From an optimization exercise on the open Yosys and OpenROAD flow, aimed at small area and a short achievable clock period; shortcuts taken in it are not production practice. Function was checked by simulation only, so behaviour that the tests miss may differ from the original. No activity file was given, so power comes from the tool's default toggle rates.

--- config.mk ---
export PLATFORM = sky130hd
export DESIGN_NAME = ixu_sc_pipe
export DESIGN_NICKNAME = ixu_sc_pipe
export VERILOG_FILES = /design/flow/design.v
export SDC_FILE = /design/flow/constraint.sdc
export NUM_CORES = 4
export LEC_CHECK = 0
export ABC_AREA = 1
export CAP_MARGIN = 20
export CORE_MARGIN = 2
export CORE_UTILIZATION = 40
export SETUP_SLACK_MARGIN = 4.0
export SLEW_MARGIN = 20
--- constraint.sdc ---
create_clock -name core_clock -period 8.5 [get_ports {core_clock_i}]
set_input_delay 1.7000 -clock core_clock [delete_from_list [all_inputs] [get_ports {core_clock_i}]]
set_output_delay 1.7000 -clock core_clock [all_outputs]
set_load 0.01 [all_outputs]
--- design.v ---
module biriq_alu (
    input  wire [31:0] a_i,
    input  wire [31:0] b_i,
    input  wire [ 6:0] op_i,
    input  wire        en_i,      
    input  wire        mts_i,
    input  wire        mtu_i,
    input  wire        eq_i,
    output wire [31:0] result_o,
    output wire [ 9:0] cpop_o
);
  wire [1:0] cls = op_i[6:5];
  wire [3:0] op = op_i[3:0];
  wire       op4 = op_i[4];
  wire c_add = en_i & (cls == 2'b00), c_sh = en_i & (cls == 2'b01);
  wire c_br = en_i & (cls == 2'b10), c_gt = en_i & (cls == 2'b11);
  wire [31:0] sh_a = a_i << op_i[1:0];
  wire [31:0] add_res;
  biriq_addsub add_inst (
      .a_i  (sh_a),
      .b_i  (b_i),
      .sub_i(op_i[2]),
      .sum_o(add_res)
  );
  wire [31:0] ext_res = op_i[1:0] == 2'b00 ? {{24{a_i[7]}}, a_i[7:0]} :
                        op_i[1:0] == 2'b01 ? {{16{a_i[15]}}, a_i[15:0]} :
                        op_i[1:0] == 2'b10 ? {16'h0000, a_i[15:0]} : 32'h00000000;
  wire [31:0] shift_res;
  biriq_shifter shifter_inst (
      .a_i (a_i),
      .b_i (b_i),
      .op_i(op_i[4:0]),
      .c_o (shift_res)
  );
  wire mt = op[2] ? mts_i : mtu_i;
  logic k00, k01, k10, k11, hi_off;
  always_comb begin
    {k00, k01, k10, k11} = 4'b0000;
    hi_off = 1'b0;
    if (c_sh) begin
      if (!op[3]) {k01, k11} = 2'b11;
      else
        case ({op4, op[1]})
          2'b00: k10 = 1'b1;
          2'b01: begin
            {k01, k11} = 2'b11;
            hi_off = 1'b1;
          end
          2'b10: {k01, k10} = 2'b11;
          default: {k01, k10, k11} = 3'b111;
        endcase
    end else if (c_br) begin
      if (op[2:1] == 2'b11) {k10, k11} = {2{op[0]}};
      else if (op[1:0] == 2'b00) {k01, k10, k11} = {!mt, mt, 1'b1};
      else if (op[1:0] == 2'b01) {k01, k10, k11} = {mt, !mt, 1'b1};
    end else if (c_gt && !op[3])
      case (op[1:0])
        2'b00: {k10, k11} = {op[2], !op[2]};
        2'b01: {k00, k01, k10, k11} = {op[2], !op[2], 2'b11};
        2'b10: {k00, k01, k10, k11} = {op[2], !op[2], !op[2], op[2]};
        default: ;
      endcase
  end
  wire [31:0] x = op_i[6:5] == 2'b01 ? shift_res : b_i;
  wire [31:0] lut_res;
  for (genvar i = 0; i < 32; i++) begin : g_lut
    if (i == 0) begin : g0
      assign lut_res[i] = x[i] ? (a_i[i] ? k11 : k01) : (a_i[i] ? k10 : k00);
    end else begin : gn
      assign lut_res[i] = x[i] ? (a_i[i] ? k11 & !hi_off : k01 & !hi_off) : (a_i[i] ? k10 : k00);
    end
  end
  wire slt = op[0] ? !(mtu_i | eq_i) : !(mts_i | eq_i);
  wire [31:0] orc_res = {{8{|a_i[31:24]}}, {8{|a_i[23:16]}}, {8{|a_i[15:8]}}, {8{|a_i[7:0]}}};
  wire [31:0] ct_operand;
  for (genvar i = 0; i < 32; i++) begin : g_ct
    assign ct_operand[i] = op[2] ? a_i[31-i] : a_i[i];
  end
  logic [5:0] tz;
  always_comb begin
    tz = 6'd32;
    for (integer i = 31; i >= 0; i--) if (ct_operand[i]) tz = i[5:0];
  end
  wire [31:0] rev8_res = {a_i[7:0], a_i[15:8], a_i[23:16], a_i[31:24]};
  wire [4:0] cpop_lo, cpop_hi;
  biriq_cpop16 cpop_lo_inst (
      .a_i(a_i[15:0]),
      .c_o(cpop_lo)
  );
  biriq_cpop16 cpop_hi_inst (
      .a_i(a_i[31:16]),
      .c_o(cpop_hi)
  );
  assign cpop_o = {cpop_hi, cpop_lo};
  wire s_add = c_add & !op[3];
  wire s_ext = c_add & op[3];
  wire s_slt = c_br & op[1] & !op[2];
  wire s_orc = c_gt & !op[3] & (op[1:0] == 2'b11);
  wire s_tz = c_gt & op[3] & !op[1];
  wire s_rev = c_gt & op[3] & (op[1:0] == 2'b10);
  assign result_o = lut_res | ({32{s_add}} & add_res) | ({32{s_ext}} & ext_res) |
                    {31'd0, s_slt & slt} | ({32{s_orc}} & orc_res) |
                    {26'd0, {6{s_tz}} & tz} | ({32{s_rev}} & rev8_res);
endmodule
module biriq_shifter (
    input  wire [31:0] a_i,
    input  wire [31:0] b_i,
    input  wire [ 4:0] op_i,
    output wire [31:0] c_o
);
  wire [ 4:0] shamt = b_i[4:0];
  wire [31:0] operand_1 = op_i[3] & !op_i[0] ? 32'b1 : a_i;
  wire        rot = op_i[1] & !op_i[3];
  wire        fill = !op_i[3] & op_i[2] & a_i[31];
  wire [31:0] s0;
  for (genvar i = 0; i < 32; i++) begin : g_rev
    assign s0[i] = !op_i[0] ? operand_1[31-i] : operand_1[i];
  end
  wire [31:0] s1 = shamt[0] ? {rot ? s0[0] : fill, s0[31:1]} : s0;
  wire [31:0] s2 = shamt[1] ? {rot ? s1[1:0] : {2{fill}}, s1[31:2]} : s1;
  wire [31:0] s3 = shamt[2] ? {rot ? s2[3:0] : {4{fill}}, s2[31:4]} : s2;
  wire [31:0] s4 = shamt[3] ? {rot ? s3[7:0] : {8{fill}}, s3[31:8]} : s3;
  wire [31:0] s5 = shamt[4] ? {rot ? s4[15:0] : {16{fill}}, s4[31:16]} : s4;
  for (genvar i = 0; i < 32; i++) begin : g_rev_b
    assign c_o[i] = !op_i[0] ? s5[31-i] : s5[i];
  end
endmodule
module biriq_prefix_add #(
    parameter W = 32
) (
    input  wire [W-1:0] a_i,
    input  wire [W-1:0] b_i,
    input  wire         cin_i,
    output wire [W-1:0] sum_o
);
  wire [W-1:0] p0 = a_i ^ b_i;
  logic [W-1:0] g, p;
  always_comb begin
    g = a_i & b_i;
    p = p0;
    g[0] = g[0] | (p[0] & cin_i);
    for (int l = 0; (1 << l) < W; l++)
      for (int i = 0; i < W; i++)
        if ((i >> l) & 1) begin
          g[i] = g[i] | (p[i] & g[((i>>l)<<l)-1]);
          p[i] = p[i] & p[((i>>l)<<l)-1];
        end
  end
  assign sum_o = p0 ^ {g[W-2:0], cin_i};
endmodule
module biriq_addsub (
    input  wire [31:0] a_i,
    input  wire [31:0] b_i,
    input  wire        sub_i,
    output wire [31:0] sum_o
);
  wire [31:0] bx = b_i ^ {32{sub_i}};
  wire [31:0] p0 = a_i ^ bx;
  logic [31:0] g, p;
  always_comb begin
    g = a_i & bx;
    p = p0;
    g[0] = sub_i ? a_i[0] | !b_i[0] : a_i[0] & b_i[0];
    for (int l = 0; l < 5; l++)
      for (int i = 0; i < 32; i++)
        if ((i >> l) & 1) begin
          g[i] = g[i] | (p[i] & g[((i>>l)<<l)-1]);
          p[i] = p[i] & p[((i>>l)<<l)-1];
        end
  end
  assign sum_o = p0 ^ {g[30:0], sub_i};
endmodule
module biriq_compare (
    input  wire [31:0] a_i,
    input  wire [31:0] b_i,
    output wire        gt_o,
    output wire        eq_o
);
  logic [31:0] g, e;
  always_comb begin
    g = a_i & ~b_i;
    e = ~(a_i ^ b_i);
    for (int l = 0; l < 5; l++)
      for (int i = 0; i < 32; i += (2 << l)) begin
        g[i] = g[i+(1<<l)] | (e[i+(1<<l)] & g[i]);
        e[i] = e[i+(1<<l)] & e[i];
      end
  end
  assign gt_o = g[0];
  assign eq_o = e[0];
endmodule
module biriq_cpop16 (
    input  wire [15:0] a_i,
    output wire [ 4:0] c_o
);
  function automatic [2:0] cnt4(input [3:0] v);
    case (v)
      4'h0: cnt4 = 3'd0;
      4'h1, 4'h2, 4'h4, 4'h8: cnt4 = 3'd1;
      4'h3, 4'h5, 4'h6, 4'h9, 4'hA, 4'hC: cnt4 = 3'd2;
      4'hF: cnt4 = 3'd4;
      default: cnt4 = 3'd3;
    endcase
  endfunction
  function automatic [3:0] add3(input [2:0] x, input [2:0] y);
    logic [2:0] g, p;
    g = x & y;
    p = x ^ y;
    add3 = {g[2] | p[2] & g[1] | p[2] & p[1] & g[0],
            p[2] ^ (g[1] | p[1] & g[0]), p[1] ^ g[0], p[0]};
  endfunction
  function automatic [4:0] add4(input [3:0] x, input [3:0] y);
    logic [3:0] g, p;
    g = x & y;
    p = x ^ y;
    add4 = {g[3] | p[3] & g[2] | p[3] & p[2] & g[1] | p[3] & p[2] & p[1] & g[0],
            p[3] ^ (g[2] | p[2] & g[1] | p[2] & p[1] & g[0]),
            p[2] ^ (g[1] | p[1] & g[0]), p[1] ^ g[0], p[0]};
  endfunction
  wire [3:0] lo = add3(cnt4(a_i[3:0]), cnt4(a_i[7:4]));
  wire [3:0] hi = add3(cnt4(a_i[11:8]), cnt4(a_i[15:12]));
  assign c_o = add4(lo, hi);
endmodule
module ixu_branchunit (
    input  wire        mts,
    input  wire        mtu,
    input  wire        eq,           
    input  wire        lui,          
    input  wire        offset_zero,
    input  wire [31:0] operand_1,
    input  wire [31:0] offset,
    input  wire [29:0] pc,
    input  wire        auipc,
    input  wire        call,
    input  wire        ret,
    input  wire        jal,
    input  wire        jalr,
    input  wire [ 2:0] bnch_cond,
    output wire        brnch_res,
    output wire [ 1:0] branch_type,
    input  wire [29:0] btb_target,
    output wire        use_offset,
    output wire        target_ne_offset,   
    output wire        target_ne_four,     
    output wire [31:0] excp_addr,
    output wire [31:0] result_o
);
  wire mt = !bnch_cond[1] ? mts : mtu;
  wire lt = !(mt | eq);
  wire cond_res = {bnch_cond[2], bnch_cond[0]} == 2'b00 ? eq :
                  {bnch_cond[2], bnch_cond[0]} == 2'b01 ? !eq :
                  {bnch_cond[2], bnch_cond[0]} == 2'b10 ? lt : mt | eq;
  assign brnch_res = lui ? offset_zero : cond_res;
  wire [31:0] rs1 = lui ? 32'd0 : operand_1;
  wire [31:0] add_a = jalr & !auipc ? rs1 : {pc, 2'b00};
  wire [31:0] inc_a = jalr & auipc ? rs1 : {pc, 2'b00};
  wire [31:0] sum_offset;
  biriq_prefix_add #(32) add_inst (
      .a_i  (add_a),
      .b_i  (offset),
      .cin_i(1'b0),
      .sum_o(sum_offset)
  );
  wire [29:0] sum_four;
  biriq_prefix_add #(30) inc_inst (
      .a_i  (inc_a[31:2]),
      .b_i  (30'd0),
      .cin_i(1'b1),
      .sum_o(sum_four)
  );
  assign use_offset = (jal | jalr | brnch_res) && !auipc;
  assign target_ne_offset = sum_offset != {btb_target, 2'b00};
  assign target_ne_four = {sum_four, inc_a[1:0]} != {btb_target, 2'b00};
  assign excp_addr = use_offset ? sum_offset : {sum_four, inc_a[1:0]};
  assign branch_type = call ? 2'b01 : ret ? 2'b11 : jal | jalr ? 2'b10 : 2'b00;
  assign result_o = auipc ? sum_offset : {sum_four, 2'b00};
endmodule
module ixu_sc_pipe (
    input  wire         core_clock_i,
    input  wire         core_flush_i,
    input  wire  [17:0] data_i,
    input  wire         valid_i,
    output wire  [ 5:0] rs1_o,
    output wire  [ 5:0] rs2_o,
    input  wire  [31:0] rs1_data_i,
    input  wire  [31:0] rs2_data_i,
    output wire  [ 4:0] rob_o,
    input  wire  [ 6:0] opcode_i,
    input  wire  [ 6:0] ins_type,
    input  wire         imm_i,
    input  wire  [31:0] immediate_i,
    input  wire  [ 5:0] dest_i,
    input  wire  [ 1:0] hint_i,
    input  wire  [29:0] pc_i,
    input  wire  [ 1:0] bm_pred_i,
    input  wire  [ 1:0] btype_i,
    input  wire         btb_vld_i,
    input  wire  [29:0] btb_target_i,
    input  wire         btb_way_i,
    input  wire         btb_idx_i,
    output logic [ 5:0] wakeup_dest,
    output logic        wakeup_valid,
    output logic [ 5:0] ixu_sc_ex_dest,
    output logic [31:0] ixu_sc_ex_data,
    output logic        ixu_sc_ex_valid,
    output logic [ 5:0] ixu_sc_wb_dest,
    output logic [31:0] ixu_sc_wb_data,
    output logic        ixu_sc_wb_valid,
    output wire  [ 5:0] pmu_excp_rob_o,
    output wire  [ 4:0] pmu_excp_code_o,
    output wire         pmu_excp_valid_o,
    output wire  [29:0] pmu_btb_vpc_o,
    output wire  [29:0] pmu_btb_target_o,
    output wire  [ 1:0] pmu_cntr_pred_o,
    output wire         pmu_bnch_tkn_o,
    output wire  [ 1:0] pmu_bnch_type_o,
    output wire         pmu_call_affirm_o,
    output wire         pmu_ret_affirm_o,
    output wire         pmu_btb_way_o,
    output wire         pmu_btb_bm_mod_o,
    output wire  [ 4:0] pmu_ins_id_o,
    output wire         pmu_ins_valid_o
);
  assign rob_o = data_i[4:0];
  assign rs1_o = data_i[11:6];
  assign rs2_o = data_i[17:12];
  assign wakeup_dest = dest_i;
  assign wakeup_valid = valid_i & (|ins_type);
  wire        lui = ins_type[3];
  wire        alu = ins_type[0] | lui;
  wire        jal = ins_type[1];
  wire        jalr = ins_type[2];
  wire        auipc = ins_type[4];
  wire        call = hint_i[1];
  wire        ret = hint_i[0];
  wire [31:0] b = imm_i ? immediate_i : rs2_data_i;   
  wire [29:0] pc = {pc_i[29:1], pc_i[0] | data_i[0]};
  wire        btb_vld = btb_vld_i & (btb_idx_i == pc[0]);
  wire        mtu, eq;
  biriq_compare compare_inst (
      .a_i (rs1_data_i),
      .b_i (b),
      .gt_o(mtu),
      .eq_o(eq)
  );
  wire        mts = (rs1_data_i[31] ^ b[31]) ? b[31] : mtu;
  wire [31:0] alu_result;
  wire [ 9:0] cpop_halves;
  biriq_alu alu_inst (
      .a_i(rs1_data_i),
      .b_i(b),
      .op_i(opcode_i),
      .en_i(alu & !lui),
      .mts_i(mts),
      .mtu_i(mtu),
      .eq_i(eq),
      .result_o(alu_result),
      .cpop_o(cpop_halves)
  );
  wire [31:0] br_result;
  wire [31:0] excp_addr;
  wire        brnch_res;
  wire [ 1:0] branch_type;
  wire        use_offset, target_ne_offset, target_ne_four;
  ixu_branchunit branchUnit_inst (
      .mts(mts),
      .mtu(mtu),
      .eq(eq),
      .lui(lui),
      .offset_zero(immediate_i == 32'd0),
      .operand_1(rs1_data_i),
      .offset(immediate_i),
      .pc(pc),
      .auipc(auipc),
      .call(call),
      .ret(ret),
      .jal(jal),
      .jalr(jalr),
      .bnch_cond(opcode_i[2:0]),
      .brnch_res(brnch_res),
      .branch_type(branch_type),
      .btb_target(btb_target_i),
      .use_offset(use_offset),
      .target_ne_offset(target_ne_offset),
      .target_ne_four(target_ne_four),
      .excp_addr(excp_addr),
      .result_o(br_result)
  );
  wire        cpop_d = alu & !lui & (opcode_i[6:5] == 2'b11) & opcode_i[3] & (opcode_i[1:0] == 2'b11);
  wire [31:0] ex_data_d = alu_result | ({32{lui}} & immediate_i) | ({32{!alu}} & br_result) |
                          {22'd0, {10{cpop_d}} & cpop_halves};
  wire wrongful_nbranch = !btb_vld && !auipc;
  wire wrongful_target = (use_offset ? target_ne_offset : target_ne_four) && btb_vld;
  wire wrongful_type = branch_type != btype_i && btb_vld;
  wire wrongful_bm = (brnch_res ^ bm_pred_i[1]) && btb_vld && branch_type == 2'b00;
  wire tkn = brnch_res || (branch_type != 2'b00);
  wire excp_d = ((wrongful_nbranch & tkn) | wrongful_target | wrongful_type | wrongful_bm) & !alu;
  wire bm_mod_d = !(wrongful_nbranch | wrongful_target | wrongful_type | wrongful_bm) & btb_vld &
      !(call | ret) & !alu;
  reg  [31:0] ex_data, wb_data;
  reg         ex_cpop;
  reg  [ 5:0] ex_dest, wb_dest;
  reg  [ 5:0] ex_rob, wb_rob;
  reg         ex_valid, wb_valid;
  reg         ex_fwd, wb_fwd;
  reg  [29:0] ex_pc, wb_pc;
  reg  [31:1] ex_excp_addr, wb_excp_addr;
  reg  [ 1:0] ex_bm_pred, wb_bm_pred;
  reg         ex_btb_way, wb_btb_way;
  reg         ex_tkn, wb_tkn;
  reg  [ 1:0] ex_branch_type, wb_branch_type;
  reg         ex_call, wb_call;
  reg         ex_ret, wb_ret;
  reg         ex_excp, wb_excp;
  reg         ex_bm_mod, wb_bm_mod;
  always_ff @(posedge core_clock_i) begin
    ex_data <= ex_data_d;
    ex_cpop <= cpop_d;
    wb_data <= ixu_sc_ex_data;
    {wb_dest, ex_dest} <= {ex_dest, dest_i};
    {wb_rob, ex_rob} <= {ex_rob, data_i[5:0]};
    {wb_pc, ex_pc} <= {ex_pc, pc};
    {wb_excp_addr, ex_excp_addr} <= {ex_excp_addr, excp_addr[31:1]};
    {wb_bm_pred, ex_bm_pred} <= {ex_bm_pred, bm_pred_i};
    {wb_btb_way, ex_btb_way} <= {ex_btb_way, btb_way_i};
    {wb_tkn, ex_tkn} <= {ex_tkn, tkn};
    {wb_branch_type, ex_branch_type} <= {ex_branch_type, branch_type};
    {wb_call, ex_call} <= {ex_call, call & !alu};
    {wb_ret, ex_ret} <= {ex_ret, ret & !alu};
    {wb_excp, ex_excp} <= {ex_excp, excp_d};
    {wb_bm_mod, ex_bm_mod} <= {ex_bm_mod, bm_mod_d};
  end
  always_ff @(posedge core_clock_i)
    if (core_flush_i) {wb_valid, ex_valid} <= '0;
    else {wb_valid, ex_valid} <= {ex_valid, valid_i};
  always_ff @(posedge core_clock_i)
    if (core_flush_i) {wb_fwd, ex_fwd} <= '0;
    else {wb_fwd, ex_fwd} <= {ex_fwd, (|ins_type) & valid_i & (dest_i != '0)};
  assign ixu_sc_ex_dest = ex_dest;
  assign ixu_sc_ex_data = ex_cpop ? {26'd0, {1'b0, ex_data[4:0]} + {1'b0, ex_data[9:5]}} : ex_data;
  assign ixu_sc_ex_valid = ex_fwd;
  assign ixu_sc_wb_dest = wb_dest;
  assign ixu_sc_wb_data = wb_data;
  assign ixu_sc_wb_valid = wb_fwd;
  assign pmu_ins_id_o = wb_rob[4:0];
  assign pmu_ins_valid_o = wb_valid;
  assign pmu_excp_rob_o = wb_rob;
  assign pmu_excp_code_o = {!wb_excp_addr[1], 4'b0000};
  assign pmu_excp_valid_o = wb_excp & wb_valid;
  assign pmu_btb_vpc_o = wb_pc;
  assign pmu_btb_target_o = wb_excp_addr[31:2];
  assign pmu_cntr_pred_o = wb_bm_pred;
  assign pmu_bnch_tkn_o = wb_tkn;
  assign pmu_bnch_type_o = wb_branch_type;
  assign pmu_btb_way_o = wb_btb_way;
  assign pmu_btb_bm_mod_o = wb_bm_mod & wb_valid;
  assign pmu_call_affirm_o = wb_call;
  assign pmu_ret_affirm_o = wb_ret;
endmodule
--- run.sh ---
#!/bin/bash
# synth_recipe.tcl (not shown) runs the flow's synth.tcl, then flattens the netlist and writes it again
# the make line also repeats each setting of config.mk as NAME=value (left out here)
make -C /OpenROAD-flow-scripts/flow DESIGN_CONFIG=/design/flow/config.mk WORK_HOME=/design/flow/orfs CLKGATE_MAP_FILE= SYNTH_SCRIPT=/design/flow/synth_recipe.tcl finish
==> Flow_metrics.wiki, run 1 <==
{| class="wikitable"
! Metric !! Value
|-
| Status || finished clean
|-
| Cell variety after synth || 65
|-
| Global Route Usage Sum || 0.417
|-
| Hold Worst Slack || 0.321 ns
|-
| Router iterations before antenna repair || 9
|-
| Row count || 83
|-
| Layout cell share with drive strength beyond 1 || 0.221
|-
| Family with the most delay on the worst path || buffers and inverters
|-
| Final instance area || 30700 um2
|-
| Placed cell count || 4227
|-
| CP max stage delay || 0.32 ns
|-
| Count of mapped cells out of synthesis || 3344
|-
| Max Cap Violations || 0
|-
| Placer congestion estimate || 1.07
|-
| Area of the die || 54200 um2
|-
| Dominant cell type by area after synthesis || dfxtp_1
|-
| Type of the tightest min-delay check || reg -> reg
|-
| Count of clock tree sinks || 235
|-
| Yosys warning total || 7
|-
| Fmax || 204 MHz
|-
| Total internal power || 2.79 mW
|-
| Residual DRC count || 0
|-
| Primary FF master, synth || dfxtp_1
|-
| Startpoint kind of the worst setup timing path || input port
|-
| TritonCTS clock tree || done
|-
| Met1 layer wirelength in the final routing || 44100 um
|-
| H-Tree Level Count || 1
|-
| PwrDens || 152 nW/um2
|-
| Max-slew violation total from the final report || 0
|-
| Area share of the leading cell type in the synthesized netlist || 0.224
|-
| Setup TNS Final || 0 ns
|-
| Post-detailed-route wirelength per cell || 26.2 um
|-
| Setup Crit Path Kind || in -> reg
|-
| Actual transition at the worst max-transition pin || 0.978 ns
|-
| DR vias || 26700
|-
| Switching power summed over all nets || 1.90 mW
|-
| Uppermost layer routed || met5
|-
| Cell area after placement || 24900 um2
|-
| Post-route insts no fill || 4528
|-
| Cell leakage power || 14.3 nW
|-
| Sum of met2 wire segment lengths after detailed routing || 49600 um
|-
| Capturing element type of the critical path || flip-flop
|-
| EDFF count, synth || 0
|-
| Clock group share of total power || 0.228
|-
| Iteration-0 DRC Markers || 3030
|-
| Max-slew headroom || 0.344
|-
| Core ar. || 51500 um2
|-
| Congestion Overflow GR || 0
|-
| Global-route wire length before repair || 165000 um
|-
| Buffers added on ports || 367
|-
| Setup slack of the worst register-to-register path || 6.66 ns
|-
| Number of buffers added by the clock tree synthesis step || 25
|-
| Sequential-to-total area share from yosys stat || 0.224
|-
| Final critical-path required period || 4.91 ns
|-
| Boundary pin count || 396
|-
| Met3 WL post-DR || 14400 um
|-
| Die width || 233 um
|-
| Final HPWL from detailed placement || 83900 um
|-
| # setup viols final || 0
|-
| Maximum number of pins on one net before global-route repair || 64
|-
| Synth top area cells || dfxtp_1 (22%), nand2_1 (15%), o21ai_0 (9.2%)
|-
| Post-CTS clock slew at the launch and capture registers of the worst setup and hold paths || 0.06 ns
|-
| Highest fanout seen on the critical path || 6
|-
| Standard cell with the maximum stage delay on the critical path || o21ai_4
|-
| Root buffer cell || clkbuf_16
|-
| Tot Pwr || 4.69 mW
|-
| Clock Tree Buf Depth || 3
|-
| Crit share post-route || 0.578
|-
| Initial antenna violation count || 8
|-
| Net switching share of the total power || 0.404
|-
| Mapped cell area || 21000 um2
|-
| Post-detailed-route count of antenna-violating nets || 0
|-
| Final hold violation count || 0
|-
| RSZ-0062 raised after global routing || true
|-
| Part of the power in registers || 0.270
|-
| Height of the die || 233 um
|-
| Routed via count divided by cell count || 5.89
|-
| Vias in the first global route || 24600
|-
| Buffer and inverter count on the worst path || 15
|-
| Post-CTS Hold Buffers || 0
|-
| Effective utilization at floorplan || 0.407
|-
| Critical path's most frequent cell || buf_6
|-
| Mean post-synth cell area || 6.27 um2
|-
| Total Wirelength || 119000 um
|-
| Proportion of register bits with asynchronous set or reset after synthesis || 0
|-
| Crit path required time || 8.93 ns
|-
| Largest voltage drop on the vdd net || 0.177 mV
|-
| Synthesized flop and latch total || 235
|-
| Area delta synth->final || 46.7%
|-
| Logic gate share of total power || 0.502
|-
| Net count of the finished layout || 4202
|-
| Arrival time worst endpoint || 5.34 ns
|-
| Worst Skew || 0.0172 ns
|-
| Clk Latency, worst-skew pair || 0.56 ns
|}
-- synth_stat cells (3+ instances only) --
cell,n
o21ai_2,6
buf_4,68
o2111ai_1,13
o22ai_1,27
nor2_2,4
a21boi_0,3
clkinv_1,12
xor2_1,70
a21oi_1,178
o21ai_1,24
a221oi_1,9
a31oi_1,30
clkbuf_1,104
a211oi_1,13
nand4_1,28
nor2_1,239
nand3b_1,24
nand2_2,3
o211ai_1,35
xnor2_1,17
nand2_1,849
or2_2,11
a22oi_1,6
o221ai_1,13
buf_1,19
a21o_1,10
a2111oi_0,4
ha_1,149
nand3_1,164
o21ai_0,384
fa_1,17
mux2i_1,28
inv_1,411
o31ai_1,13
inv_2,11
dfxtp_1,235
o21a_1,9
o21bai_1,3
nor3_1,29
nor4_1,10
buf_2,30
-- power by group through the flow --
stage	Clock [mW]	Combinational, mW	Sequential [mW]
after global placement	0	1.74	1.29
after CTS	1.09	2.14	1.27
after global routing	1.13	2.48	1.28
final	1.07	2.35	1.27
after detailed placement	0	1.76	1.29
after floorplan	0	1.04	1.30
-- through the flow --
step	setup slack, ns	utilization
global placement	1.77	0.483
CTS	3.78	0.574
global route	3.48	0.597
detailed placement	1.79	0.483
floorplan	2.97	-
finish	3.59	0.597
-- registers in the layout, summed over array words and instances, names as in the netlist, 6 cells and up --
| register | cells |
|---|---|
| ex_data | 32 |
| wb_rob | 6 |
| ex_rob | 6 |
| ex_excp_addr | 31 |
| ex_dest | 6 |
| wb_excp_addr | 31 |
| ex_pc | 30 |
| wb_dest | 6 |
| wb_pc | 30 |
| wb_data | 32 |
-- cell type report --
class / count / area, um2
Timing Repair inverter: 8 / 65.1
Clock buffer: 32 / 682
Sequential cell: 235 / 4700
Multi-Input combinational cell: 2452 / 15500
Clock inverter: 11 / 106
Timing Repair Buffer: 672 / 6970
Inverter: 435 / 1820
Tap cell: 680 / 851
Fill cell: 4876 / 20800
Antenna cell: 3 / 7.51
-- placed cells by master, fill, tap and decap left out, drive strengths merged, types with 17 or more instances in the layout --
cell           instances
nand2                852
nand3b                24
o21ai                415
fa                    17
o211ai                35
clkbuf                43
xnor2                 17
a21oi                178
dlygate4sd2           34
o22ai                 27
clkinvlp              30
mux2i                 28
nor2                 245
a31oi                 30
clkdlybuf4s50        258
buf                  337
nor3                  32
ha                   149
inv                  409
nand4                 30
nand3                166
dfxtp                235
xor2                  70
-- path summary, 6_finish.rpt --
kind | start | endpoint | cells after the start
hold reg to reg | ex_pc[8]$_DFF_P_ | wb_pc[8]$_DFF_P_ | 0
setup / recovery | imm_i | ex_data[7]$_DFF_P_ | 27
setup reg to reg | ex_data[5]$_DFF_P_ | wb_data[4]$_DFF_P_ | 9
hold / removal | ex_pc[8]$_DFF_P_ | wb_pc[8]$_DFF_P_ | 0
-- timing repair --
item	in CTS	in global routing
setup endpoints to repair	67	36
resized for setup	842	201
setup buffers	173	49
pin swaps	147	117
gates cloned	28	5
-- cells by family (layout without fill, tap and decap cells) --
logic type	Yosys count	in the layout	share of synthesized area
AND/OR/NAND/NOR	1376	1376	0.274
AO/OA/AOI/OAI	790	791	0.213
buffers and inverters	661	1158	0.134
flip-flops	235	235	0.224
adder cells (fa/ha/maj)	166	166	0.105
XOR/XNOR	87	87	0.0364
multiplexers	28	28	0.0134
other	1	7	0.000179
-- metal layers --
metal / global-route usage / vias to the layer above
met1: 0.516 / 12200
met3: 0.0966 / 569
li1: - / 11900
met4: 0.301 / 6
met2: 0.635 / 1945
met5: 0 / -
==> run 2: changes to the inputs <==
--- a/config.mk
+++ b/config.mk
@@ -9,5 +9,5 @@
 export CAP_MARGIN = 20
 export CORE_MARGIN = 2
 export CORE_UTILIZATION = 40
-export SETUP_SLACK_MARGIN = 4.0
+export SETUP_SLACK_MARGIN = 3.5
 export SLEW_MARGIN = 20
==> run 2 against run 1 <==
Flip-flop and latch count unchanged. Fmax down 2.6%. Via count down 3.6%. Clock power up 13%. Area after synthesis unchanged. Still clean on timing, DRC and antenna. Critical endpoint is now ex_data[26]$_DFF_P_. Setup slack worse by 0.13 ns. Sequential power about the same. Utilization down 4.3 points. Routed wire length down 4.8%. Global-route usage down 2.1 points.
==> Flow_metrics.wiki, run 2 <==
{| class="wikitable"
! Metric !! Value
|-
| Switching power summed over all nets || 1.77 mW (was 1.90 mW)
|-
| Post-CTS clock slew at the launch and capture registers of the worst setup and hold paths || 0.06 ns (about the same)
|-
| Actual transition at the worst max-transition pin || 1.16 ns (was 0.978 ns)
|-
| Primary FF master, synth || dfxtp_1 (unchanged)
|-
| Maximum number of pins on one net before global-route repair || 73 (was 64)
|-
| Cell leakage power || 13.6 nW (was 14.3 nW)
|-
| Boundary pin count || 396 (unchanged)
|-
| Yosys warning total || 7 (unchanged)
|-
| TritonCTS clock tree || done (unchanged)
|-
| Worst Skew || 0.0138 ns (was 0.0172 ns)
|-
| Synthesized flop and latch total || 235 (unchanged)
|-
| Met1 layer wirelength in the final routing || 43200 um (was 44100 um)
|-
| Final HPWL from detailed placement || 84900 um (was 83900 um)
|-
| Router iterations before antenna repair || 8 (was 9)
|-
| Area delta synth->final || 36.1% (was 46.7%)
|-
| Net count of the finished layout || 4075 (was 4202)
|-
| Post-CTS Hold Buffers || 0 (unchanged)
|-
| Total internal power || 2.78 mW (was 2.79 mW)
|-
| Setup Crit Path Kind || in -> reg (unchanged)
|-
| Top flop regs || ex_data: 32 flops, wb_data: 32 flops (unchanged)
|-
| RSZ-0062 raised after global routing || true (unchanged)
|-
| Part of the power in registers || 0.278 (was 0.270)
|-
| Height of the die || 233 um (unchanged)
|-
| Root buffer cell || clkbuf_16 (unchanged)
|-
| Max-slew violation total from the final report || 0 (unchanged)
|-
| H-Tree Level Count || 1 (unchanged)
|-
| Global-route wire length before repair || 157000 um (was 165000 um)
|-
| Setup TNS Final || 0 ns (unchanged)
|-
| Multi-input logic area || 14700 um2 (was 15500 um2)
|-
| Post-detailed-route wirelength per cell || 25.7 um (was 26.2 um)
|-
| Most frequently used cell type in the post-synthesis netlist || nand2_1 (unchanged)
|-
| Mapped cell area || 21000 um2 (unchanged)
|-
| Vias in the first global route || 23500 (was 24600)
|-
| Highest fanout seen on the critical path || 22 (was 6)
|-
| Cell variety after synth || 65 (unchanged)
|-
| DR vias || 25700 (was 26700)
|-
| Congestion Overflow GR || 0 (unchanged)
|-
| Routed via count divided by cell count || 5.84 (was 5.89)
|-
| Clk Latency, worst-skew pair || 0.55 ns (was 0.56 ns)
|-
| Effective utilization at floorplan || 0.407 (unchanged)
|-
| Most frequent standard cell in the layout excluding fill and tap cells || nand2_1 (unchanged)
|-
| Final core utilization || 0.554 (was 0.597)
|-
| Area share of the leading cell type in the synthesized netlist || 0.224 (unchanged)
|-
| Max-slew headroom || 0.219 (was 0.344)
|-
| Mean post-synth cell area || 6.27 um2 (unchanged)
|-
| Most used cells in the layout excluding fill and tap cells || nand2_1 (820), inv_1 (370), o21ai_0 (313), clkdlybuf4s50_1 (279), dfxtp_1 (235) (was nand2_1 (792), inv_1 (350), o21ai_0 (290), clkdlybuf4s50_1 (258), dfxtp_1 (235))
|-
| Max Cap Violations || 0 (unchanged)
|-
| Startpoint kind of the worst setup timing path || input port (unchanged)
|-
| Clock Tree Buf Depth || 3 (unchanged)
|-
| Synth top area cells || dfxtp_1 (22%), nand2_1 (15%), o21ai_0 (9.2%) (unchanged)
|-
| Final critical-path required period || 5.04 ns (was 4.91 ns)
|-
| Count of mapped cells out of synthesis || 3344 (unchanged)
|-
| Iteration-0 DRC Markers || 3195 (was 3030)
|-
| Count of clock tree sinks || 235 (unchanged)
|-
| Dominant cell type by area after synthesis || dfxtp_1 (unchanged)
|-
| Arrival time worst endpoint || 5.50 ns (was 5.34 ns)
|-
| EDFF count, synth || 0 (unchanged)
|-
| Placer congestion estimate || 1.11 (was 1.07)
|-
| Uppermost layer routed || met5 (unchanged)
|-
| Sequential cell area in the final layout || 4700 um2 (unchanged)
|-
| Status || finished clean (unchanged)
|-
| Crit path required time || 8.96 ns (was 8.93 ns)
|-
| Tot Pwr || 4.55 mW (was 4.69 mW)
|-
| Largest voltage drop on the vdd net || 0.0885 mV (was 0.177 mV)
|-
| Final hold violation count || 0 (unchanged)
|-
| Row count || 83 (unchanged)
|-
| Net switching share of the total power || 0.388 (was 0.404)
|-
| Proportion of register bits with asynchronous set or reset after synthesis || 0 (unchanged)
|-
| # setup viols final || 0 (unchanged)
|-
| Fmax || 198 MHz (was 204 MHz)
|-
| PwrDens || 159 nW/um2 (was 152 nW/um2)
|-
| Sequential-to-total area share from yosys stat || 0.224 (unchanged)
|-
| Post-detailed-route count of antenna-violating nets || 0 (unchanged)
|-
| Layout filler cell count || 5154 (was 4876)
|-
| Met3 WL post-DR || 14100 um (was 14400 um)
|-
| Sum of met2 wire segment lengths after detailed routing || 46700 um (was 49600 um)
|-
| Hold Worst Slack || 0.324 ns (was 0.321 ns)
|-
| Total Wirelength || 113000 um (was 119000 um)
|-
| Residual DRC count || 0 (unchanged)
|-
| Logic gate share of total power || 0.457 (was 0.502)
|-
| Most frequent cells after synthesis || nand2_1 (849), inv_1 (411), o21ai_0 (384), nor2_1 (239), dfxtp_1 (235) (unchanged)
|-
| Layout cell share with drive strength beyond 1 || 0.152 (was 0.221)
|-
| Number of buffers added by the clock tree synthesis step || 25 (unchanged)
|-
| Buffers added on ports || 367 (unchanged)
|-
| Die width || 233 um (unchanged)
|-
| Initial antenna violation count || 4 (was 8)
|-
| Type of the tightest min-delay check || reg -> reg (unchanged)
|-
| Capturing element type of the critical path || flip-flop (unchanged)
|-
| Crit share post-route || 0.593 (was 0.578)
|-
| Area of the die || 54200 um2 (unchanged)
|-
| Global Route Usage Sum || 0.396 (was 0.417)
|-
| Clock group share of total power || 0.265 (was 0.228)
|-
| Core ar. || 51500 um2 (unchanged)
|}
run 2: changes by cell type in the layout (fill, tap and decap cells not counted), sizes merged, moves of 4 or more:
cell,previous run,this run
clkinvlp,30,22
clkbuf,43,59
clkdlybuf4s15,16,11
clkdlybuf4s50,258,279
dlymetal6s2s,3,23
dlygate4sd2,34,12
inv,409,405
buf,337,191
run 2: area by class of cell:
class,instances,share of cell area
multi-input combinational,2453,0.514
timing repair buffer,550,0.197
clock inverter,11,0.00605
inverter,435,0.0615
tap,680,0.0298
antenna,2,0.000175
sequential,235,0.165
timing repair inverter,2,0.000482
clock buffer,35,0.0264
run 2: power by group through the flow:
stage	logic (mW)	clock network, mW	registers, mW
2_1_floorplan	1.03	0	1.30
4_1_cts	1.89	1.23	1.27
3_5_place_dp	1.74	0	1.29
3_3_place_gp	1.74	0	1.29
6_report	2.08	1.21	1.27
5_1_grt	2.21	1.27	1.28
run 2: routing by layer:
metal	global-route usage	up-vias
met5	0	-
met3	0.0993	423
met2	0.593	1784
met1	0.506	11800
met4	0.251	4
li1	-	11700
run 2: path summary, 6_finish.rpt:
check / startpoint / to / slack (ns) / cells past startpoint
worst min-delay path: ex_pc[13]$_DFF_P_ / wb_pc[13]$_DFF_P_ / 0.32 / 0
worst min register to register: ex_pc[13]$_DFF_P_ / wb_pc[13]$_DFF_P_ / 0.32 / 0
worst max register to register: ex_data[5]$_DFF_P_ / wb_data[4]$_DFF_P_ / 6.57 / 9
worst max-delay path: opcode_i[3] / ex_data[26]$_DFF_P_ / 3.46 / 15
run 2: cells by family after synthesis:
kind of cell	synth area share
other	0.000179
AO/OA/AOI/OAI	0.213
buffers and inverters	0.134
adder cells (fa/ha/maj)	0.105
AND/OR/NAND/NOR	0.274
flip-flops	0.224
multiplexers	0.0134
XOR/XNOR	0.0364
run 2: worst max-delay path, stage by stage:
cell and delay [ns]:
clkdlybuf4s50_1 0.50, buf_12 0.20, clkinv_1 0.10, buf_6 0.20, nor2_1 0.18, inv_1 0.07
a21oi_1 0.51, inv_1 0.29, nor2_1 0.56, inv_1 0.21, nand2_1 0.45, inv_1 0.12
o221ai_1 0.17, nor2_1 0.10, nand4_1 0.12
run 2: stage by stage:
step	cells	area [um2]	worst slack, ns
floorplan	3347	21300	2.97
global placement	4220	24800	1.55
detailed placement	4220	24800	1.67
CTS	4346	27300	3.44
global route	4401	28500	3.35
finish	4403	28500	3.46
run 2: what timing repair did:
action,4_1_cts,5_1_grt
buffers inserted,65,51
endpoints found under the setup margin,66,35
resized for setup,347,308
pin swaps,35,90
gates cloned,15,4
==> run 3: changes to the inputs <==
--- a/config.mk
+++ b/config.mk
@@ -9,5 +9,6 @@
 export CAP_MARGIN = 20
 export CORE_MARGIN = 2
 export CORE_UTILIZATION = 40
+export PLACE_DENSITY = 0.75
 export SETUP_SLACK_MARGIN = 3.5
 export SLEW_MARGIN = 20
==> run 3 against run 2 <==
Fmax up 2.3%. First-iteration DRC count increased by 0.72%. Non-clock buffer count decreased by 6. Setup slack better by 0.11 ns. Clock-buffer cell count is 9 lower. Via count shrank 2.2%. Global-route usage is 4.9 points lower. Die area is the same. Clock skew decreased by 0.0030 ns. Critical path type unchanged. Largest cell class unchanged. Largest power group unchanged.
==> Flow_metrics.wiki, run 3 <==
{| class="wikitable"
! Metric !! Value
|-
| Status || finished clean (unchanged)
|-
| Type of the tightest min-delay check || reg -> reg (unchanged)
|-
| Vias in the first global route || 22300 (was 23500)
|-
| Max-slew headroom || 0.284 (was 0.219)
|-
| Cell area after placement || 24800 um2 (about the same)
|-
| Post-detailed-route count of antenna-violating nets || 0 (unchanged)
|-
| Mux cell area share after synthesis || 0.0134 (unchanged)
|-
| Final HPWL from detailed placement || 74900 um (was 84900 um)
|-
| Top flop regs || ex_data: 32 flops, wb_data: 32 flops (unchanged)
|-
| Clk Latency, worst-skew pair || 0.55 ns (about the same)
|-
| Synth top area cells || dfxtp_1 (22%), nand2_1 (15%), o21ai_0 (9.2%) (unchanged)
|-
| Post-route insts no fill || 4396 (was 4403)
|-
| Count of mapped cells out of synthesis || 3344 (unchanged)
|-
| Routed via count divided by cell count || 5.72 (was 5.84)
|-
| Height of the die || 233 um (unchanged)
|-
| Yosys warning total || 7 (unchanged)
|-
| Post-synthesis share of cell area spent on full adders, half adders and majority gates || 0.105 (unchanged)
|-
| Largest voltage drop on the vdd net || 0.116 mV (was 0.0885 mV)
|-
| Global-route wire length before repair || 141000 um (was 157000 um)
|-
| Number of buffers added by the clock tree synthesis step || 23 (was 25)
|-
| DR vias || 25200 (was 25700)
|-
| Simple logic cell fraction of the synthesized area || 0.274 (unchanged)
|-
| Router iterations before antenna repair || 6 (was 8)
|-
| Synthesized-area fraction occupied by xor and xnor cells || 0.0364 (unchanged)
|-
| Residual DRC count || 0 (unchanged)
|-
| Most frequently used cell type in the post-synthesis netlist || nand2_1 (unchanged)
|-
| Cell leakage power || 13.6 nW (about the same)
|-
| Layout filler cell count || 4957 (was 5154)
|-
| Final critical-path required period || 4.93 ns (was 5.04 ns)
|-
| Setup TNS Final || 0 ns (unchanged)
|-
| Fmax || 203 MHz (was 198 MHz)
|-
| Congestion Overflow GR || 0 (unchanged)
|-
| Area share of the leading cell type in the synthesized netlist || 0.224 (unchanged)
|-
| Global Route Usage Sum || 0.347 (was 0.396)
|-
| Most used cells in the layout excluding fill and tap cells || nand2_1 (810), inv_1 (375), o21ai_0 (334), clkdlybuf4s50_1 (276), dfxtp_1 (235) (was nand2_1 (820), inv_1 (370), o21ai_0 (313), clkdlybuf4s50_1 (279), dfxtp_1 (235))
|-
| Mean post-synth cell area || 6.27 um2 (unchanged)
|-
| Max-slew violation total from the final report || 0 (unchanged)
|-
| Final hold violation count || 0 (unchanged)
|-
| Worst Hold Endpoint || wb_excp_addr[19]$_DFF_P_ (was wb_pc[13]$_DFF_P_)
|-
| Post-synthesis compound-gate area fraction || 0.213 (unchanged)
|-
| CP max stage delay || 0.45 ns (was 0.56 ns)
|-
| Synthesized flop and latch total || 235 (unchanged)
|-
| Capturing element type of the critical path || flip-flop (unchanged)
|-
| Total Wirelength || 101000 um (was 113000 um)
|-
| Buffers added on ports || 367 (unchanged)
|-
| Setup slack of the worst register-to-register path || 6.78 ns (was 6.57 ns)
|-
| Post-CTS Hold Buffers || 0 (unchanged)
|-
| Boundary pin count || 396 (unchanged)
|-
| Buffer and inverter count on the worst path || 5 (was 8)
|-
| Max Cap Violations || 0 (unchanged)
|-
| Placed cell count || 4215 (was 4220)
|-
| Depth of the worst register-to-register path || 9 (unchanged)
|-
| Worst reg2reg path endpoint || wb_data[4]$_DFF_P_ (unchanged)
|-
| Family with the most delay on the worst path || simple AND/OR/NAND/NOR gates (was buffers and inverters)
|-
| Crit path required time || 8.95 ns (was 8.96 ns)
|-
| Cell variety after synth || 65 (unchanged)
|-
| Primary FF master, synth || dfxtp_1 (unchanged)
|-
| Mapped cell area || 21000 um2 (unchanged)
|-
| Count of clock tree sinks || 235 (unchanged)
|-
| Crit share post-route || 0.579 (was 0.593)
|-
| Main combinational cell family by area after synthesis || simple AND/OR/NAND/NOR gates (unchanged)
|-
| Core ar. || 51500 um2 (unchanged)
|-
| Launch point of the worst reg-to-reg path || ex_data[0]$_DFF_P_ (was ex_data[5]$_DFF_P_)
|-
| Startpoint kind of the worst setup timing path || input port (unchanged)
|-
| Actual transition at the worst max-transition pin || 1.06 ns (was 1.16 ns)
|-
| Maximum number of pins on one net before global-route repair || 87 (was 73)
|-
| Critical path's most frequent cell || nand2_1 (was inv_1)
|-
| # setup viols final || 0 (unchanged)
|-
| Initial antenna violation count || 7 (was 4)
|-
| Dominant cell type by area after synthesis || dfxtp_1 (unchanged)
|-
| Row count || 83 (unchanged)
|-
| Most frequent cells after synthesis || nand2_1 (849), inv_1 (411), o21ai_0 (384), nor2_1 (239), dfxtp_1 (235) (unchanged)
|-
| Area delta synth->final || 34.9% (was 36.1%)
|-
| EDFF count, synth || 0 (unchanged)
|-
| Placer congestion estimate || 1.06 (was 1.11)
|-
| PwrDens || 157 nW/um2 (was 159 nW/um2)
|-
| H-Tree Level Count || 1 (unchanged)
|-
| Highest fanout seen on the critical path || 8 (was 22)
|-
| Worst Skew || 0.0109 ns (was 0.0138 ns)
|-
| Final instance area || 28300 um2 (was 28500 um2)
|-
| Root buffer cell || clkbuf_16 (unchanged)
|-
| Sequential-to-total area share from yosys stat || 0.224 (unchanged)
|-
| Iteration-0 DRC Markers || 3218 (was 3195)
|-
| RSZ-0062 raised after global routing || true (unchanged)
|-
| Arrival time worst endpoint || 5.38 ns (was 5.50 ns)
|-
| Proportion of register bits with asynchronous set or reset after synthesis || 0 (unchanged)
|-
| TritonCTS clock tree || done (unchanged)
|-
| Worst Min Path Start || ex_excp_addr[19]$_DFF_P_ (was ex_pc[13]$_DFF_P_)
|-
| Area of the die || 54200 um2 (unchanged)
|-
| Most frequent standard cell in the layout excluding fill and tap cells || nand2_1 (unchanged)
|-
| Net count of the finished layout || 4067 (was 4075)
|-
| Layout cell share with drive strength beyond 1 || 0.138 (was 0.152)
|-
| Cell depth of the worst hold path || 0 (unchanged)
|-
| Post-detailed-route wirelength per cell || 23.1 um (was 25.7 um)
|-
| Post-CTS clock slew at the launch and capture registers of the worst setup and hold paths || 0.07 ns (was 0.06 ns)
|-
| Standard cell with the maximum stage delay on the critical path || clkdlybuf4s50_1 (was nor2_1)
|-
| Clock Tree Buf Depth || 3 (unchanged)
|-
| Die width || 233 um (unchanged)
|-
| Setup Crit Path Kind || in -> reg (unchanged)
|-
| Effective utilization at floorplan || 0.407 (unchanged)
|}
-- run 3: cell counts after synthesis --
No cell type changed its count.
-- run 3: stage by stage --
stage	hold slack (ns)	util	power, mW	setup WS, ns
after floorplan	0.310	-	2.33	2.97
after global placement	0.310	0.481	2.99	1.60
after detailed placement	0.312	0.481	3.00	1.60
after CTS	0.326	0.519	4.26	3.42
after global routing	0.327	0.549	4.64	3.42
final	0.324	0.549	4.44	3.57
-- run 3: layout make-up --
type / count / area, um2 / share of cell area
clock inverters: 16 / 251 / 0.00889
well taps: 680 / 851 / 0.0301
repair inverters: 3 / 21.3 / 0.000752
repair buffers: 544 / 5640 / 0.199
diodes: 5 / 12.5 / 0.000442
multi-input cells: 2452 / 14400 / 0.510
clock buffers: 26 / 617 / 0.0218
flip-flops and latches: 235 / 4700 / 0.166
inverters: 435 / 1760 / 0.0622
-- run 3: cells by family after synthesis --
logic type | after synthesis
compound gates | 790
xor+xnor | 87
fa+ha+maj | 166
buf+inv | 661
flops | 235
mux | 28
other cells | 1
simple gates | 1376
-- run 3: worst max path at each step --
stage | startpoint | endpoint | slack, ns | cells past startpoint
detailed placement | imm_i | ex_excp$_DFF_P_ | 1.60 | 31
CTS | imm_i | ex_data[16]$_DFF_P_ | 3.42 | 31
global route | rs1_data_i[0] | ex_data[16]$_DFF_P_ | 3.42 | 28
floorplan | opcode_i[2] | ex_data[16]$_DFF_P_ | 2.97 | 32
global placement | imm_i | ex_excp$_DFF_P_ | 1.60 | 31
finish | rs2_data_i[6] | ex_excp$_DFF_P_ | 3.57 | 32
-- run 3: layer usage --
layer	global-route usage	vias to the layer above	wire length, um
met4	0.226	4	8390
met1	0.439	11400	38400
met3	0.0752	407	12300
li1	-	11700	-
met2	0.530	1686	42300
met5	0	-	40
-- run 3: where the power goes --
| part | switching, mW | internal (mW) |
|---|---|---|
| Sequential | 0.0410 | 1.23 |
| Clock | 0.478 | 0.688 |
| Combinational | 1.21 | 0.795 |
-- run 3: worst reg2reg max path: stages, from the launching register on --
cell and delay, ns:
dfxtp_1 0.34, ha_1 0.17, inv_1 0.05, fa_1 0.39
inv_1 0.09, a21oi_1 0.09, nor2_1 0.12, nor2_1 0.06
xor2_1 0.13, o21ai_0 0.20
-- run 3: timing repair --
action,in CTS,in global routing
gates cloned,10,14
setup endpoints to repair,66,34
setup buffers,40,70
gates resized for setup,234,358
pin swaps,28,73
==> run 4: changes to the inputs <==
--- a/config.mk
+++ b/config.mk
@@ -9,6 +9,5 @@
 export CAP_MARGIN = 20
 export CORE_MARGIN = 2
 export CORE_UTILIZATION = 40
-export PLACE_DENSITY = 0.75
-export SETUP_SLACK_MARGIN = 3.5
+export SETUP_SLACK_MARGIN = 3.0
 export SLEW_MARGIN = 20
==> run 4 against run 3 <==
Non-clock buffer count decreased by 76. Register-to-register slack got worse by 0.13 ns. First-iteration DRC count fell by 12%. Flip-flop and latch count is the same. Utilization is 3.2 points lower. Sequential share of layout area up 1.0 points. Clock-buffer cell count is 4 higher. Worst hold slack worse by 0.0012 ns. Sequential power barely moved. Cell count fell by 1.7%. Combinational power decreased by 6%. Area after synthesis is the same. Largest power group unchanged.
==> Flow_metrics.wiki, run 4 <==
{| class="wikitable"
! Metric !! Value
|-
| Cell leakage power || 12.7 nW (was 13.6 nW)
|-
| Boundary pin count || 396 (unchanged)
|-
| Iteration-0 DRC Markers || 2843 (was 3218)
|-
| # setup viols final || 0 (unchanged)
|-
| Final HPWL from detailed placement || 86100 um (was 74900 um)
|-
| Actual transition at the worst max-transition pin || 1.03 ns (was 1.06 ns)
|-
| Height of the die || 233 um (unchanged)
|-
| Synth top area cells || dfxtp_1 (22%), nand2_1 (15%), o21ai_0 (9.2%) (unchanged)
|-
| CP max stage delay || 0.47 ns (was 0.45 ns)
|-
| TritonCTS clock tree || done (unchanged)
|-
| Yosys warning total || 7 (unchanged)
|-
| DR vias || 24800 (was 25200)
|-
| Max Cap Violations || 0 (unchanged)
|-
| Area of the die || 54200 um2 (unchanged)
|-
| Simple logic cell fraction of the synthesized area || 0.274 (unchanged)
|-
| Vias in the first global route || 22900 (was 22300)
|-
| Count of clock tree sinks || 235 (unchanged)
|-
| Tot Pwr || 4.35 mW (was 4.44 mW)
|-
| Status || finished clean (unchanged)
|-
| Effective utilization at floorplan || 0.407 (unchanged)
|-
| Mapped cell area || 21000 um2 (unchanged)
|-
| Congestion Overflow GR || 0 (unchanged)
|-
| Cells along the critical path || clkdlybuf4s50_1, buf_6, clkinv_4, ha_1, xnor2_1, xor2_1, inv_1, ha_1, fa_2, xor2_4, ha_1, a21o_1, a31oi_1, xor2_1, nor2_1, a2111oi_1, o2111ai_1
|-
| Most frequent standard cell in the layout excluding fill and tap cells || nand2_1 (unchanged)
|-
| Crit share post-route || 0.645 (was 0.579)
|-
| Die width || 233 um (unchanged)
|-
| Mean post-synth cell area || 6.27 um2 (unchanged)
|-
| Buffers added on ports || 367 (unchanged)
|-
| Type of the tightest min-delay check || reg -> reg (unchanged)
|-
| Placer congestion estimate || 1.09 (was 1.06)
|-
| Post-CTS clock slew at the launch and capture registers of the worst setup and hold paths || 0.06 ns (was 0.07 ns)
|-
| Most used cells in the layout excluding fill and tap cells || nand2_1 (845), inv_1 (393), o21ai_0 (358), clkdlybuf4s50_1 (327), dfxtp_1 (235) (was nand2_1 (810), inv_1 (375), o21ai_0 (334), clkdlybuf4s50_1 (276), dfxtp_1 (235))
|-
| Buffer and inverter count on the worst path || 4 (was 5)
|-
| Count of mapped cells out of synthesis || 3344 (unchanged)
|-
| Arrival time worst endpoint || 5.91 ns (was 5.38 ns)
|-
| Capturing element type of the critical path || flip-flop (unchanged)
|-
| Post-CTS Hold Buffers || 0 (unchanged)
|-
| Proportion of register bits with asynchronous set or reset after synthesis || 0 (unchanged)
|-
| Row count || 83 (unchanged)
|-
| Largest voltage drop on the vdd net || 0.140 mV (was 0.116 mV)
|-
| EDFF count, synth || 0 (unchanged)
|-
| H-Tree Level Count || 1 (unchanged)
|-
| Post-synthesis share of cell area spent on full adders, half adders and majority gates || 0.105 (unchanged)
|-
| Mux cell area share after synthesis || 0.0134 (unchanged)
|-
| Router iterations before antenna repair || 8 (was 6)
|-
| Area share of the leading cell type in the synthesized netlist || 0.224 (unchanged)
|-
| Top flop regs || ex_data: 32 flops, wb_data: 32 flops (unchanged)
|-
| Setup Crit Path Kind || in -> reg (unchanged)
|-
| PwrDens || 163 nW/um2 (was 157 nW/um2)
|-
| Sequential-to-total area share from yosys stat || 0.224 (unchanged)
|-
| Most frequent cells after synthesis || nand2_1 (849), inv_1 (411), o21ai_0 (384), nor2_1 (239), dfxtp_1 (235) (unchanged)
|-
| Clk Latency, worst-skew pair || 0.57 ns (was 0.55 ns)
|-
| Startpoint kind of the worst setup timing path || input port (unchanged)
|-
| Global-route wire length before repair || 152000 um (was 141000 um)
|-
| Family with the most delay on the worst path || adder cells (was simple AND/OR/NAND/NOR gates)
|-
| Number of buffers added by the clock tree synthesis step || 25 (was 23)
|-
| Worst path setup slack after routing || 3.02 ns (was 3.57 ns)
|-
| Maximum number of pins on one net before global-route repair || 75 (was 87)
|-
| Net count of the finished layout || 3993 (was 4067)
|-
| Synthesized-area fraction occupied by xor and xnor cells || 0.0364 (unchanged)
|-
| Core ar. || 51500 um2 (unchanged)
|-
| Crit path required time || 8.92 ns (was 8.95 ns)
|-
| Global Route Usage Sum || 0.381 (was 0.347)
|-
| Total Wirelength || 108000 um (was 101000 um)
|-
| Residual DRC count || 0 (unchanged)
|-
| Worst Skew || 0.0102 ns (was 0.0109 ns)
|-
| RSZ-0062 raised after global routing || true (unchanged)
|-
| Fmax || 182 MHz (was 203 MHz)
|-
| Highest fanout seen on the critical path || 8 (unchanged)
|-
| Main combinational cell family by area after synthesis || simple AND/OR/NAND/NOR gates (unchanged)
|-
| DP Worst Slack || 1.63 ns (was 1.60 ns)
|-
| Layout cell share with drive strength beyond 1 || 0.0792 (was 0.138)
|-
| Routed via count divided by cell count || 5.73 (was 5.72)
|-
| Dominant cell type by area after synthesis || dfxtp_1 (unchanged)
|-
| Max-slew headroom || 0.303 (was 0.284)
|-
| Area delta synth->final || 27.0% (was 34.9%)
|-
| Initial antenna violation count || 6 (was 7)
|-
| Root buffer cell || clkbuf_16 (unchanged)
|-
| Most frequently used cell type in the post-synthesis netlist || nand2_1 (unchanged)
|-
| Post-synthesis compound-gate area fraction || 0.213 (unchanged)
|-
| Max-slew violation total from the final report || 0 (unchanged)
|-
| Primary FF master, synth || dfxtp_1 (unchanged)
|-
| Standard cell with the maximum stage delay on the critical path || clkdlybuf4s50_1 (unchanged)
|-
| Cell variety after synth || 65 (unchanged)
|-
| Critical path's most frequent cell || ha_1 (was nand2_1)
|-
| Final critical-path required period || 5.48 ns (was 4.93 ns)
|-
| Post-detailed-route wirelength per cell || 24.9 um (was 23.1 um)
|-
| Post-detailed-route count of antenna-violating nets || 0 (unchanged)
|-
| Synthesized flop and latch total || 235 (unchanged)
|-
| Final hold violation count || 0 (unchanged)
|-
| Clock Tree Buf Depth || 3 (unchanged)
|-
| Setup TNS Final || 0 ns (unchanged)
|}
-- run 4: layout make-up --
cell class,instances,area [um2]
diodes,5,12.5
clock buffers,30,674
clock inverters,15,214
fillers,5247,24900
inverters,435,1710
multi-input cells,2452,13800
flip-flops and latches,235,4700
well taps,680,851
repair buffers,468,4580
repair inverters,3,18.8
-- run 4: worst register-to-register path: stages, from the launching register on --
cell and delay [ns]:
dfxtp_1 0.39, ha_1 0.21, inv_1 0.07, fa_1 0.41
inv_1 0.10, a21oi_1 0.07, nor2_1 0.11, nor2_1 0.06
xor2_1 0.13, o21ai_0 0.20
-- run 4: kinds of logic (layout without fill, tap and decap cells) --
family / Yosys count / after routing
adder cells (fa/ha/maj): 166 / 166
AND/OR/NAND/NOR: 1376 / 1377
AO/OA/AOI/OAI: 790 / 790
flip-flops: 235 / 235
buffers and inverters: 661 / 951
other: 1 / 9
multiplexers: 28 / 28
XOR/XNOR: 87 / 87
-- run 4: where the power goes --
part / switching (mW) / internal [mW]
clock network: 0.489 / 0.696
registers: 0.0416 / 1.23
logic: 1.18 / 0.710
total: 1.71 / 2.63
-- run 4: repair_timing --
action	CTS	global route
buffers inserted	12	23
setup endpoints to repair	35	33
endpoints found under the hold margin	0	0
pin swaps	5	18
resized for setup	91	123
cloned	2	4
-- run 4: stage by stage --
step	cell area, um2	instances	hold slack, ns	utilization
2_1_floorplan	21100	3347	0.310	-
3_3_place_gp	24900	4232	0.310	0.483
3_5_place_dp	24900	4232	0.312	0.483
4_1_cts	26100	4291	0.323	0.506
5_1_grt	26600	4318	0.327	0.516
6_report	26600	4323	0.323	0.517
-- run 4: per-layer routing --
layer	wire length [um]	track usage
met1	43400	0.496
met2	45400	0.586
met3	11400	0.0766
met4	7230	0.217
met5	26	0
-- run 4: final timing paths --
| path | from | to | slack, ns | depth (start not counted) |
|---|---|---|---|---|
| max | rs1_data_i[24] | ex_data[8]$_DFF_P_ | 3.02 | 17 |
| max reg2reg | ex_data[5]$_DFF_P_ | wb_data[4]$_DFF_P_ | 6.65 | 9 |
| min reg2reg | ex_excp_addr[19]$_DFF_P_ | wb_excp_addr[19]$_DFF_P_ | 0.32 | 0 |
| min | ex_excp_addr[19]$_DFF_P_ | wb_excp_addr[19]$_DFF_P_ | 0.32 | 0 |
==> run 5: changes to the inputs <==
--- a/design.v
+++ b/design.v
@@ -25,9 +25,15 @@
   wire [31:0] ext_res = op_i[1:0] == 2'b00 ? {{24{a_i[7]}}, a_i[7:0]} :
                         op_i[1:0] == 2'b01 ? {{16{a_i[15]}}, a_i[15:0]} :
                         op_i[1:0] == 2'b10 ? {16'h0000, a_i[15:0]} : 32'h00000000;
+  wire        rev = op_i[6:5] == 2'b01 ? !op_i[0] : op_i[2];
+  wire [31:0] a_rev;
+  for (genvar i = 0; i < 32; i++) begin : g_rev
+    assign a_rev[i] = rev ? a_i[31-i] : a_i[i];
+  end
   wire [31:0] shift_res;
   biriq_shifter shifter_inst (
       .a_i (a_i),
+      .a_rev_i(a_rev),
       .b_i (b_i),
       .op_i(op_i[4:0]),
       .c_o (shift_res)
@@ -72,10 +78,7 @@
   end
   wire slt = op[0] ? !(mtu_i | eq_i) : !(mts_i | eq_i);
   wire [31:0] orc_res = {{8{|a_i[31:24]}}, {8{|a_i[23:16]}}, {8{|a_i[15:8]}}, {8{|a_i[7:0]}}};
-  wire [31:0] ct_operand;
-  for (genvar i = 0; i < 32; i++) begin : g_ct
-    assign ct_operand[i] = op[2] ? a_i[31-i] : a_i[i];
-  end
+  wire [31:0] ct_operand = a_rev;
   logic [5:0] tz;
   always_comb begin
     tz = 6'd32;
@@ -104,18 +107,15 @@
 endmodule
 module biriq_shifter (
     input  wire [31:0] a_i,
+    input  wire [31:0] a_rev_i,   
     input  wire [31:0] b_i,
     input  wire [ 4:0] op_i,
     output wire [31:0] c_o
 );
   wire [ 4:0] shamt = b_i[4:0];
-  wire [31:0] operand_1 = op_i[3] & !op_i[0] ? 32'b1 : a_i;
   wire        rot = op_i[1] & !op_i[3];
   wire        fill = !op_i[3] & op_i[2] & a_i[31];
-  wire [31:0] s0;
-  for (genvar i = 0; i < 32; i++) begin : g_rev
-    assign s0[i] = !op_i[0] ? operand_1[31-i] : operand_1[i];
-  end
+  wire [31:0] s0 = op_i[3] & !op_i[0] ? 32'h80000000 : a_rev_i;
   wire [31:0] s1 = shamt[0] ? {rot ? s0[0] : fill, s0[31:1]} : s0;
   wire [31:0] s2 = shamt[1] ? {rot ? s1[1:0] : {2{fill}}, s1[31:2]} : s1;
   wire [31:0] s3 = shamt[2] ? {rot ? s2[3:0] : {4{fill}}, s2[31:4]} : s2;
--- a/config.mk
+++ b/config.mk
@@ -9,5 +9,5 @@
 export CAP_MARGIN = 20
 export CORE_MARGIN = 2
 export CORE_UTILIZATION = 40
-export SETUP_SLACK_MARGIN = 3.0
+export SETUP_SLACK_MARGIN = 3.5
 export SLEW_MARGIN = 20
==> run 5 against run 4 <==
Non-clock buffer count increased by 177. Cell count up 0.62%. Via count rose by 0.91%. Register-to-register slack improved by 0.05 ns. Routed wire length shrank 0.82%. Worst hold slack gained 0.0021 ns. Largest cell class unchanged. Largest power group unchanged.
==> Flow_metrics.wiki, run 5 <==
{| class="wikitable"
! Metric !! Value
|-
| Status || finished clean (unchanged)
|-
| # setup viols final || 0 (unchanged)
|-
| Global Route Usage Sum || 0.381 (about the same)
|-
| Total internal power || 2.76 mW (was 2.63 mW)
|-
| Clock Tree Buf Depth || 3 (unchanged)
|-
| Most frequent standard cell in the layout excluding fill and tap cells || nand2_1 (unchanged)
|-
| Synth top area cells || dfxtp_1 (23%), nand2_1 (15%), o21ai_0 (9.8%) (was dfxtp_1 (22%), nand2_1 (15%), o21ai_0 (9.2%))
|-
| Mean post-synth cell area || 6.36 um2 (was 6.27 um2)
|-
| RSZ-0062 raised after global routing || true (unchanged)
|-
| Mux cell area share after synthesis || 0.0158 (was 0.0134)
|-
| Most utilized layer in the global route result || met2 (unchanged)
|-
| Net count of the finished layout || 4033 (was 3993)
|-
| Actual transition at the worst max-transition pin || 1.01 ns (was 1.03 ns)
|-
| Boundary pin count || 396 (unchanged)
|-
| Congestion Overflow GR || 0 (unchanged)
|-
| Count of mapped cells out of synthesis || 3195 (was 3344)
|-
| Max-slew violation total from the final report || 0 (unchanged)
|-
| Arrival time worst endpoint || 5.52 ns (was 5.91 ns)
|-
| Tot Pwr || 4.52 mW (was 4.35 mW)
|-
| Cell leakage power || 13.8 nW (was 12.7 nW)
|-
| Router iterations before antenna repair || 6 (was 8)
|-
| Worst Skew || 0.00504 ns (was 0.0102 ns)
|-
| Post-synthesis share of cell area spent on full adders, half adders and majority gates || 0.109 (was 0.105)
|-
| Crit share post-route || 0.603 (was 0.645)
|-
| Post-synthesis compound-gate area fraction || 0.214 (was 0.213)
|-
| Final HPWL from detailed placement || 78700 um (was 86100 um)
|-
| Sequential cell area in the final layout || 4700 um2 (unchanged)
|-
| Post-CTS clock slew at the launch and capture registers of the worst setup and hold paths || 0.06 ns (about the same)
|-
| Worst reg2reg path endpoint || wb_data[4]$_DFF_P_ (unchanged)
|-
| Crit path required time || 8.89 ns (was 8.92 ns)
|-
| Effective utilization at floorplan || 0.405 (was 0.407)
|-
| Final critical-path required period || 5.13 ns (was 5.48 ns)
|-
| Fmax || 195 MHz (was 182 MHz)
|-
| Height of the die || 229 um (was 233 um)
|-
| Residual DRC count || 0 (unchanged)
|-
| Max Cap Violations || 0 (unchanged)
|-
| Depth of the worst register-to-register path || 9 (unchanged)
|-
| Most frequently used cell type in the post-synthesis netlist || nand2_1 (unchanged)
|-
| Most used cells in the layout excluding fill and tap cells || nand2_1 (780), inv_1 (351), o21ai_0 (279), clkdlybuf4s50_1 (271), dfxtp_1 (235) (was nand2_1 (845), inv_1 (393), o21ai_0 (358), clkdlybuf4s50_1 (327), dfxtp_1 (235))
|-
| Max-slew headroom || 0.327 (was 0.303)
|-
| Met1 routing resource usage after global routing || 0.456 (was 0.496)
|-
| Primary FF master, synth || dfxtp_1 (unchanged)
|-
| Worst Min Path Start || ex_pc[13]$_DFF_P_ (was ex_excp_addr[19]$_DFF_P_)
|-
| Part of the power in registers || 0.280 (was 0.292)
|-
| Multi-input logic area || 14500 um2 (was 13800 um2)
|-
| Area delta synth->final || 42.9% (was 27.0%)
|-
| Yosys warning total || 7 (unchanged)
|-
| EDFF count, synth || 0 (unchanged)
|-
| Most frequent cells after synthesis || nand2_1 (829), o21ai_0 (399), inv_1 (398), dfxtp_1 (235), nor2_1 (215) (was nand2_1 (849), inv_1 (411), o21ai_0 (384), nor2_1 (239), dfxtp_1 (235))
|}
[run 5: cell count changes after synthesis, sizes merged, moves of 9 or more]
cell	before	now
nand3	166	131
nor2	245	222
o221ai	13	35
inv	423	402
buf	120	102
nand2	852	835
a31oi	30	14
a21oi	178	163
nand3b	24	12
o21ai	414	423
o22ai	27	18
o31ai	13	4
[run 5: repair_timing]
item / CTS / global route
hold buffers: 0 / 0
pin swaps: 77 / 153
cloned: 16 / 6
resized for setup: 486 / 324
setup buffers: 90 / 98
setup endpoints to repair: 66 / 35
[run 5: worst max-delay path by stage]
| stage | from | end | slack [ns] |
|---|---|---|---|
| 2_1_floorplan | opcode_i[0] | ex_data[16]$_DFF_P_ | 3.01 |
| 3_3_place_gp | imm_i | ex_excp$_DFF_P_ | 1.60 |
| 3_5_place_dp | imm_i | ex_excp$_DFF_P_ | 1.38 |
| 4_1_cts | rs1_data_i[14] | ex_excp$_DFF_P_ | 3.41 |
| 5_1_grt | rs1_data_i[7] | ex_excp$_DFF_P_ | 3.25 |
| 6_report | opcode_i[0] | ex_data[16]$_DFF_P_ | 3.37 |
[run 5: cells by family (layout without fill, tap and decap cells)]
kind of cell | count (synthesis) | in the layout
simple gates | 1284 | 1286
fa+ha+maj | 166 | 166
xor+xnor | 91 | 91
buf+inv | 621 | 1096
other cells | 1 | 7
compound gates | 765 | 765
mux | 32 | 32
flops | 235 | 235
[run 5: layout make-up]
cell class | instances | area share
diodes | 3 | 0.000259
clock buffers | 35 | 0.0242
clock inverters | 6 | 0.00293
inverters | 408 | 0.0574
multi-input cells | 2344 | 0.501
flip-flops and latches | 235 | 0.162
well taps | 672 | 0.0290
repair buffers | 645 | 0.222
repair inverters | 2 | 0.000604
[run 5: power groups by stage]
stage	sequential [mW]	combinational, mW	clock [mW]
finish	1.26	2.20	1.06
global route	1.28	2.34	1.13
CTS	1.27	1.96	1.08
detailed placement	1.29	1.76	0
global placement	1.29	1.74	0
floorplan	1.30	1.02	0
[run 5: stage by stage]
stage	hold WS [ns]	std cells	util	setup WS [ns]
after detailed placement	0.312	4096	0.485	1.38
after global routing	0.329	4349	0.578	3.25
after floorplan	0.310	3198	-	3.01
final	0.325	4350	0.578	3.37
after CTS	0.322	4243	0.544	3.41
after global placement	0.310	4096	0.485	1.60
[run 5: layer usage]
layer / part of all wire / vias up
met1: 0.37 / 11500
met2: 0.44 / 1639
met4: 0.090 / 0
met5: 0 / -
li1: - / 11400
met3: 0.10 / 457
[run 5: worst max-delay path, stage by stage]
cell and delay, ns:
buf_6 0.16, buf_12 0.17, nand2_1 0.09, o21ai_2 0.07, or2_4 0.24, fa_2 0.38
inv_2 0.06, nand2_1 0.04, nand2_1 0.08, a21oi_2 0.07, o21ai_2 0.17, nand2_2 0.10
a21boi_2 0.19, nor2_2 0.08, o21ai_2 0.16, and2_4 0.19, nor2_4 0.04, o21bai_4 0.15
nand2_1 0.08, nand2_2 0.10, a21oi_4 0.09, fa_1 0.50, o22ai_2 0.07, a2111oi_2 0.36
nand3_1 0.16
